From an optimization exercise on the open Yosys and OpenROAD flow, aimed at small area; shortcuts taken in it are not production practice.
The RTL was checked by simulation tests, not by an equivalence proof against the original design.
No driver is modelled on the clock port, so clock power and skew are understated where the tree is cut down; a real chip needs a root buffer or a tree.
Power figures rest on the tool's default switching activity, not on a simulated workload.

==> inputs of trial 18 <==
==> flow/design.v <==
module led_segment(
    input clk,
    input rst,
    output digit_select,
    output reg [6:0] seg_led
    );
    reg [5:0] c;
    reg q0n, x, q7n;
    reg [6:2] qm;
    reg ds;
    wire cw = c[0] & ~c[1] & ~c[2] & ~c[3] & c[4];
    wire cfb = ~(c[4] ^ c[5]) ^ cw;
    always @(posedge clk or posedge rst) begin
        if (rst) c <= 6'd34;
        else c <= {c[4:0], cfb};
    end
    wire q0 = ~q0n;
    wire [7:2] qh = {~q7n, qm};
    wire [8:2] k;
    wire k1 = cw & q0;
    assign k[2] = k1 & ~x;           
    genvar i;
    generate for (i = 2; i < 8; i = i + 1) begin : qc
        assign k[i+1] = k[i] & qh[i];
    end endgenerate
    wire step = k[8];
    wire tog = cw & q0n;             
    wire [7:2] qhn = (qh ^ k[7:2]) | {5'b0, step};
    always @(posedge clk or posedge rst) begin
        if (rst) begin
            q0n <= 1'b0;
            x   <= 1'b0;
            qm  <= 5'd0;
            q7n <= 1'b0;
            ds  <= 1'b0;
        end else begin
            q0n <= q0n ^ cw;
            x   <= (x ^ tog) | step;
            qm  <= qhn[6:2];
            q7n <= ~qhn[7];
            ds  <= ds ^ tog;
        end
    end
    assign digit_select = ds;
    reg [2:0] uv, tv;
    reg t0;
    wire uvn0 = ((~uv[0] & ~uv[1]) | (uv[0] & uv[1]));
    wire uvn1 = ((~uv[2]));
    wire uvn2 = ((uv[0] & ~uv[2]));
    wire tvn0 = ((~tv[0] & ~tv[1]) | (tv[0] & tv[1]));
    wire tvn1 = ((~tv[2]));
    wire tvn2 = ((tv[0] & ~tv[2]));
    wire u9 = ((~uv[0] & uv[1]));
    wire e0 = step & ds;
    wire cu = e0 & u9;
    wire e1 = cu & t0;
    always @(posedge clk or posedge rst) begin
        if (rst) begin
            uv <= 3'd0;
            tv <= 3'd0;
            t0 <= 1'b0;
        end else begin
            if (e0) uv <= {uvn2, uvn1, uvn0};
            if (e1) tv <= {tvn2, tvn1, tvn0};
            t0 <= t0 ^ cu;
        end
    end
    wire [3:0] d = ds ? {tv, t0} : {uv, x};
    always @(*) seg_led = {((~d[0] & d[1]) | (d[2])), ((~d[0] & ~d[2]) | (d[3])), ~((d[0]) | (d[1] & d[3])), ~((~d[0] & d[1] & d[3]) | (d[0] & ~d[2])), ~((~d[0] & d[2] & ~d[3])), ((~d[0] & d[2]) | (d[0] & ~d[3]) | (~d[1])), ~((~d[0] & d[1] & d[3]) | (d[0] & ~d[1] & ~d[2]))};
endmodule
module seg_led_top(
    input  clk,
    input  rst,
    output digit_select,
    output [6:0] seg_led
    );
led_segment seg(
   .clk          (clk),
   .rst          (rst),
   .digit_select (digit_select),
   .seg_led      (seg_led)
);
endmodule
==> flow/flow/run.sh <==
#!/bin/bash
# Own layout flow: the standard ORFS flow (standard.sh), with these changes:
#  - synthesis runs the standard flow's own synthesis script (synth_recipe.tcl), but maps the
#    combinational logic with area-oriented ABC scripts (flow/abc/*.abc) in
#    place of ORFS's speed script; each script is tried (4 at a time, each in a
#    work folder of its own) and the smallest netlist is kept. Registers are
#    mapped before ABC runs, exactly as in the standard synthesis;
#  - the port buffers are the smallest buffer cell (buf_1);
#  - clock tree synthesis takes its arguments from flow/cts_args.txt, if present;
set -euo pipefail
W=$(pwd)
F=$W/flow
cat > $W/my_synth.tcl <<EOT
set ::my_abc_script \$::env(MY_ABC_SCRIPT)
proc my_fix_abc {n1 n2 op} {
  set i [lsearch -exact \$::abc_args -script]
  if { \$i >= 0 } { set ::abc_args [lreplace \$::abc_args [expr {\$i+1}] [expr {\$i+1}] \$::my_abc_script] }
}
trace add variable ::abc_args write my_fix_abc
source $W/synth_recipe.tcl
EOT
try_synth() {
  local s=$1 n=$(basename $1 .abc)
  MY_ABC_SCRIPT=$s bash standard.sh WORK_HOME=$W/try_$n SYNTH_SCRIPT=$W/my_synth.tcl ADDER_MAP_FILE= synth \
    > $W/synth_$n.log 2>&1 || true
}
running=0
for s in $F/abc/*.abc; do
  try_synth $s &
  running=$((running+1))
  if (( running >= 4 )); then wait -n || true; running=$((running-1)); fi
done
wait || true
best=""; bestarea=""
for s in $F/abc/*.abc; do
  n=$(basename $s .abc)
  st=$W/try_$n/reports/sky130hd/seg_led_top/base/synth_stat.txt
  [[ -f $W/try_$n/results/sky130hd/seg_led_top/base/1_synth.odb && -f $st ]] || continue
  a=$(awk '/Chip area for module/ {print $NF}' $st)
  echo "$n $a" >> $W/synth_areas.txt
  if [[ -z "$best" ]] || awk -v a=$a -v b=$bestarea 'BEGIN{exit !(a<b)}'; then best=$n; bestarea=$a; fi
done
echo "best $best $bestarea" >> $W/synth_areas.txt
rm -rf $W/orfs
mv $W/try_$best $W/orfs
for d in $W/try_*; do [[ -d $d ]] && rm -rf $d; done
EXTRA=()
if [[ -f $F/cts_args.txt ]]; then EXTRA+=("CTS_ARGS=$(cat $F/cts_args.txt)"); fi
if [[ -f $F/drop_root.tcl ]]; then EXTRA+=("POST_CTS_TCL=$F/drop_root.tcl"); fi
MY_ABC_SCRIPT=$F/abc/$best.abc bash standard.sh SYNTH_SCRIPT=$W/my_synth.tcl ADDER_MAP_FILE= \
  "BUFFER_PORTS_ARGS=-buffer_cell sky130_fd_sc_hd__buf_1" "${EXTRA[@]}" finish > $W/layout.log 2>&1
==> flow/flow/abc/dch_amap.abc <==
strash
dc2
dch -f
amap
topo
==> flow/flow/abc/dch_amap2.abc <==
strash
dc2
dch -f
amap
strash
dch -f
amap
topo
==> flow/flow/abc/deepsyn_amap_1.abc <==
strash
&get -n
&deepsyn -T 40 -S 1
&put
dch -f
amap
topo
==> flow/flow/abc/deepsyn_amap_10.abc <==
strash
&get -n
&deepsyn -T 40 -S 10
&put
dch -f
amap
topo
==> flow/flow/abc/deepsyn_amap_11.abc <==
strash
&get -n
&deepsyn -T 40 -S 11
&put
dch -f
amap
topo
==> flow/flow/abc/deepsyn_amap_12.abc <==
strash
&get -n
&deepsyn -T 40 -S 12
&put
dch -f
amap
topo
==> flow/flow/abc/deepsyn_amap_2.abc <==
strash
&get -n
&deepsyn -T 40 -S 2
&put
dch -f
amap
topo
==> flow/flow/abc/deepsyn_amap_3.abc <==
strash
&get -n
&deepsyn -T 40 -S 3
&put
dch -f
amap
topo
==> flow/flow/abc/deepsyn_amap_4.abc <==
strash
&get -n
&deepsyn -T 40 -S 4
&put
dch -f
amap
topo
==> flow/flow/abc/deepsyn_amap_5.abc <==
strash
&get -n
&deepsyn -T 40 -S 5
&put
dch -f
amap
topo
==> flow/flow/abc/deepsyn_amap_6.abc <==
strash
&get -n
&deepsyn -T 40 -S 6
&put
dch -f
amap
topo
==> flow/flow/abc/deepsyn_amap_7.abc <==
strash
&get -n
&deepsyn -T 40 -S 7
&put
dch -f
amap
topo
==> flow/flow/abc/deepsyn_amap_8.abc <==
strash
&get -n
&deepsyn -T 40 -S 8
&put
dch -f
amap
topo
==> flow/flow/abc/deepsyn_amap_9.abc <==
strash
&get -n
&deepsyn -T 40 -S 9
&put
dch -f
amap
topo
==> flow/flow/abc/deepsyn_nf_1.abc <==
strash
&get -n
&deepsyn -T 40 -S 1
&put
dch -f
&get -n
&nf -a -R 1000 -E 10
&put
topo
==> flow/flow/abc/deepsyn_nf_2.abc <==
strash
&get -n
&deepsyn -T 40 -S 2
&put
dch -f
&get -n
&nf -a -R 1000 -E 10
&put
topo
==> flow/flow/cts_args.txt <==
-buf_list sky130_fd_sc_hd__clkbuf_4 -root_buf sky130_fd_sc_hd__clkbuf_4 -sink_clustering_enable -sink_clustering_size 30 -sink_clustering_max_diameter 300 -dont_use_dummy_load -repair_clock_nets
==> flow/flow/drop_root.tcl <==
set blk [ord::get_db_block]
set clk_net [[$blk findBTerm clk] getNet]
set root ""
foreach it [$clk_net getITerms] {
  if {[[$it getMTerm] getIoType] eq "INPUT"} { set root [$it getInst] }
}
set root_out ""
foreach it [$root getITerms] {
  if {[[$it getMTerm] getIoType] eq "OUTPUT"} { set root_out [$it getNet] }
}
set loads {}
foreach it [$root_out getITerms] {
  if {[$it getInst] ne $root} { lappend loads $it }
}
if {[llength $loads] <= 4} {
  foreach it $loads { $it disconnect; $it connect $clk_net }
  foreach it [$root getITerms] { if {[$it getNet] ne "NULL"} { $it disconnect } }
  odb::dbInst_destroy $root
  odb::dbNet_destroy $root_out
  puts "drop_root: the clock port now drives [llength $loads] buffers directly"
}
detailed_placement
check_placement -verbose
estimate_parasitics -placement
report_clock_skew
==> flow/standard.sh <==
#!/bin/bash
# synth_recipe.tcl (not shown) runs the flow's synth.tcl, then flattens the netlist and writes it again
# the make line also repeats each setting of config.mk as NAME=value (left out here)
make -C /OpenROAD-flow-scripts/flow DESIGN_CONFIG=/design/flow/config.mk WORK_HOME=/design/flow/orfs CLKGATE_MAP_FILE= SYNTH_SCRIPT=/design/flow/synth_recipe.tcl "${@:-finish}"
==> flow/config.mk <==
export PLATFORM = sky130hd
export DESIGN_NAME = seg_led_top
export DESIGN_NICKNAME = seg_led_top
export VERILOG_FILES = /design/flow/design.v
export SDC_FILE = /design/flow/constraint.sdc
export NUM_CORES = 4
export LEC_CHECK = 0
export CAP_MARGIN = 20
export CORE_AREA = 4 4 64 64
export DIE_AREA = 0 0 68 68
export SLEW_MARGIN = 20
==> flow/constraint.sdc <==
create_clock -name core_clock -period 40.0 [get_ports {clk}]
set_input_delay 8.0000 -clock core_clock [delete_from_list [all_inputs] [get_ports {clk}]]
set_output_delay 8.0000 -clock core_clock [all_outputs]
set_load 0.01 [all_outputs]
==> trial 66: changes against trial 18 <==
--- a/flow/design.v
+++ b/flow/design.v
@@ -10,7 +10,7 @@
     reg ds;
     wire cw = c[0] & ~c[1] & ~c[2] & ~c[3] & c[4];
-    wire cfb = ~(c[4] ^ c[5]) ^ cw;
+    wire cfb = ~(c[0] ^ c[5]) ^ cw;
     always @(posedge clk or posedge rst) begin
-        if (rst) c <= 6'd34;
+        if (rst) c <= 6'd35;
         else c <= {c[4:0], cfb};
     end
==> summary.txt <==
GLOBAL ROUTING
--------------------------------------------------------------------------------
Met3 Use GR .......................................................        1.97%

PWR
--------------------------------------------------------------------------------
Total power of the final layout ...................................    0.0303 mW

PLACEMENT
--------------------------------------------------------------------------------
Post-detailed-placement half-perimeter wirelength .................      1.12 mm
Placement-stage cell area .........................................    963 sq um

SETUP PATH
--------------------------------------------------------------------------------
Worst R2R Start ................................................... seg.c[1]$_DFF_PP1_
Arrival time at the worst endpoint ................................      1.85 ns

RUN STATUS
--------------------------------------------------------------------------------
Result of the run .................................................  timing/DRC/antenna clean

SYNTHESIS
--------------------------------------------------------------------------------
Fraction of synthesized cell area taken by the top area cell type .        57.4%

LAYOUT
--------------------------------------------------------------------------------
Fraction of area in clock buffers and inverters ...................        1.53%

TIMING
--------------------------------------------------------------------------------
Maximum clock rate ................................................      101 MHz

That was trial 18.
==> summary.txt <==
GLOBAL ROUTING
--------------------------------------------------------------------------------
Met3 Use GR .......................................................        2.46%

CLOCKING
--------------------------------------------------------------------------------
Worst-skew pair later-pin latency .................................      0.18 ns

SYNTHESIS
--------------------------------------------------------------------------------
Fraction of synthesized cell area taken by the top area cell type .        54.4%

RUN STATUS
--------------------------------------------------------------------------------
Result of the run .................................................  timing/DRC/antenna clean

PLACEMENT
--------------------------------------------------------------------------------
Post-detailed-placement half-perimeter wirelength .................      1.11 mm
Placement-stage cell area .........................................    966 sq um

LAYOUT
--------------------------------------------------------------------------------
Fraction of area in clock buffers and inverters ...................        1.53%

SETUP PATH
--------------------------------------------------------------------------------
Category of the worst setup path capture point .................... primary output
Arrival time at the worst endpoint ................................      1.80 ns

PWR
--------------------------------------------------------------------------------
Total power of the final layout ...................................    0.0304 mW

That was trial 66.

==> static timing again, ports no longer ideal <==
In the flow no input, the clock included, has a driving cell. The finished layouts below were timed again as built, in two steps.
Step 1 (the two cells are an assumption about what drives the block):
set clk [get_ports {clk}]
set_driving_cell -lib_cell sky130_fd_sc_hd__clkbuf_16 $clk
set_driving_cell -lib_cell sky130_fd_sc_hd__buf_2 [delete_from_list [all_inputs] $clk]
Step 2 also shifts input and output timing later by t, the mid clock arrival at the registers, as if the neighbouring blocks saw the same clock.
a / b / c = no drivers / after step 1 / after step 2; a / b = the first two.
| run | t (ns) | slack for setup (ns) | hold WS [ns] | worst setup path after step 2 | clock arrival spread, ns |
|---|---|---|---|---|---|
| trial 18 | 0.190 | 30.147 / 30.122 / 30.312 | 0.377 / 0.377 / 0.377 | register to output | 0.013 / 0.014 |
| trial 66 | 0.191 | 30.199 / 30.174 / 30.365 | 0.361 / 0.361 / 0.361 | register to output | 0.018 / 0.018 |
After both steps every run listed still meets setup and hold.
